This is an optimization exercise on Yosys and OpenROAD, whose aim is small area, not a production implementation.
In this exercise RTL edits were held to simulation tests only and were not proved equivalent to the original.
Power figures rest on the tool's default switching activity, not on a simulated workload.

## fdc1772
module fdc1772 #(
	parameter CLK_EN           = 16'd2000,  
	parameter FD_NUM           = 2,     
	parameter MODEL            = 2,     
	parameter EXT_MOTOR        = 1'b0,  
	parameter INVERT_HEAD_RA   = 1'b0   
) (
	input            clkcpu,  
	input            clk8m_en,
	input      [FD_NUM-1:0] floppy_drive,
	input            floppy_side, 
	input            floppy_reset,
	output           floppy_step,
	input            floppy_motor,
	output           floppy_ready,
	output reg       irq,
	output reg       drq,  
	input      [1:0] cpu_addr,
	input            cpu_sel,
	input            cpu_rw,
	input      [7:0] cpu_din,
	output reg [7:0] cpu_dout,
	input      [2:0] img_type,
	input      [FD_NUM-1:0] img_mounted,  
	input      [FD_NUM-1:0] img_wp,       
	input            img_ds,       
	input     [31:0] img_size,     
	output reg[31:0] sd_lba,
	output reg [FD_NUM-1:0] sd_rd,
	output reg [FD_NUM-1:0] sd_wr,
	input            sd_ack,
	input      [8:0] sd_buff_addr,
	input      [7:0] sd_dout,
	output     [7:0] sd_din,
	input            sd_dout_strobe,
	output     [9:0] fifo_a_addr,   
	output           fifo_a_we,
	input      [7:0] fifo_a_q,
	output     [9:0] fifo_b_addr,   
	output     [7:0] fifo_b_data,
	output           fifo_b_we,
	input      [7:0] fifo_b_q
);
Settings: LEC_CHECK=0, CAP_MARGIN=20, CORE_MARGIN=2, CORE_UTILIZATION=40, CTS_BUF_LIST=sky130_fd_sc_hd__clkbuf_16, CTS_CLUSTER_DIAMETER=100, CTS_CLUSTER_SIZE=30, GPL_ROUTABILITY_DRIVEN=0, PLACE_DENSITY=0.6, SLEW_MARGIN=20; clock period 13.0 ns.
standard.sh (not shown) runs the stock make flow with config.mk's settings and CLKGATE_MAP_FILE= SYNTH_SCRIPT=/design/flow/synth_recipe.tcl, a recipe that flattens the netlist after the stock synthesis.
==> flow/flow/run.sh <==
#!/bin/bash
# The standard layout (the standard.sh, with its standard synthesis),
# except:
#  - the input and output ports are buffered with the smallest buffer
#    (buf_1) instead of the delay buffer buffer_ports picks by default;
#  - clock tree synthesis inserts no dummy loads.
# Each tool's output goes to the logs under orfs/logs; the make output to
# standard.log.
export BUFFER_PORTS_ARGS="-buffer_cell sky130_fd_sc_hd__buf_1"
export CTS_ARGS="-sink_clustering_enable -repair_clock_nets -sink_clustering_size 30 -sink_clustering_max_diameter 100 -buf_list sky130_fd_sc_hd__clkbuf_16 -dont_use_dummy_load"
bash standard.sh > standard.log 2>&1
Rerun with:
- GPL_ROUTABILITY_DRIVEN: 0 -> not set
- GPL_TIMING_DRIVEN: not set -> 0
Effect:
- setup slack degrades by 0.34 ns
- power climbs by 2.7%
- core utilization increases by 1.1 points
- synthesized area does not change
- register-to-register slack gets worse by 0.47 ns
- via count goes up by 5.9%
- wire length went up by 19%
Rerun with:
--- a/flow/flow/run.sh
+++ b/flow/flow/run.sh
@@ -10 +10 @@
-export CTS_ARGS="-sink_clustering_enable -repair_clock_nets -sink_clustering_size 30 -sink_clustering_max_diameter 100 -buf_list sky130_fd_sc_hd__clkbuf_16 -dont_use_dummy_load"
+export CTS_ARGS="-sink_clustering_enable -repair_clock_nets -sink_clustering_size 16 -sink_clustering_max_diameter 60 -buf_list sky130_fd_sc_hd__clkbuf_8 -dont_use_dummy_load"
- GPL_TIMING_DRIVEN: 0 -> not set
After rerunning: Count of clock-buffer cells in the layout is higher by 21. Register-to-register slack improves by 0.52 ns. Final area is lower by 2.6%. Final cell count drops by 3.8%. Hold slack is worse by 0.0051 ns. Setup slack improves by 0.32 ns. Power came out lower by 2.7%. Via count decreases by 5.6%. Utilization is lower by 1.1 points. Clock power decreases by about 2%. Die area does not change.

========
nickel:
Starting RTL as in the previous note.
Settings: LEC_CHECK=0, CAP_MARGIN=20, CORE_MARGIN=2, CORE_UTILIZATION=40, CTS_BUF_LIST=sky130_fd_sc_hd__clkbuf_16, CTS_CLUSTER_DIAMETER=100, CTS_CLUSTER_SIZE=30, PLACE_DENSITY=0.6, SLEW_MARGIN=20; clock period 13.0 ns.
==> flow/flow/run.sh <==
#!/bin/bash
# The standard layout (the standard.sh, with its standard synthesis),
# except:
#  - the input and output ports are buffered with the smallest buffer
#    (buf_1) instead of the delay buffer buffer_ports picks by default;
#  - clock tree synthesis inserts no dummy loads.
# Each tool's output goes to the logs under orfs/logs; the make output to
# standard.log.
export BUFFER_PORTS_ARGS="-buffer_cell sky130_fd_sc_hd__buf_1"
export CTS_ARGS="-sink_clustering_enable -repair_clock_nets -sink_clustering_size 30 -sink_clustering_max_diameter 100 -buf_list sky130_fd_sc_hd__clkbuf_16 -dont_use_dummy_load"
bash standard.sh > standard.log 2>&1
### nickel -> delta
-- flow/flow/run.sh --
<<< nickel, line 10
export CTS_ARGS="-sink_clustering_enable -repair_clock_nets -sink_clustering_size 30 -sink_clustering_max_diameter 100 -buf_list sky130_fd_sc_hd__clkbuf_16 -dont_use_dummy_load"
>>> delta, line 10
export CTS_ARGS="-sink_clustering_enable -repair_clock_nets -sink_clustering_size 24 -sink_clustering_max_diameter 80 -buf_list {sky130_fd_sc_hd__clkbuf_8 sky130_fd_sc_hd__clkbuf_16} -dont_use_dummy_load"
Notes after the runs:
- Going from nickel to delta, die width has remained practically unchanged, share of the clock period used by the worst path after layout has decreased, headroom to the max-slew limit has decreased.

-- port drivers added, routing unchanged --
In the flow no input, the clock included, has a driving cell. The finished layouts below were timed again as built, in two steps.
Step 1, drivers: a clkbuf_16 drives clkcpu and a buf_2 each remaining input, both assumed.
Step 2 moves the port delays by t, midway between the first and last clock arrival at a register: inputs arrive t later, outputs are due t later. That takes back most of the time a late clock gives input paths.
Three values: ideal, step 1, step 2; two values: the first two.
run	t, ns	setup WS [ns]	hold slack, ns	clock arrival spread, ns
the first run of note 1	0.637	0.648 / 0.617 / 0.617	0.394 / 0.394 / 0.394	0.066 / 0.065
the second run of note 1	0.653	0.308 / 0.276 / 0.087	0.398 / 0.398 / 0.398	0.061 / 0.061
the third run of note 1	0.696	0.629 / 0.599 / 0.599	0.393 / 0.393 / 0.393	0.064 / 0.064
nickel	0.637	0.648 / 0.617 / 0.617	0.394 / 0.394 / 0.394	0.066 / 0.065
delta	0.662	0.669 / 0.638 / 0.638	0.392 / 0.392 / 0.392	0.065 / 0.065
After both steps setup and hold are still met in every run listed. The setup slack of the second run of note 1, which loses most, moves by -0.032 ns with the drivers and by -0.221 ns with both steps.
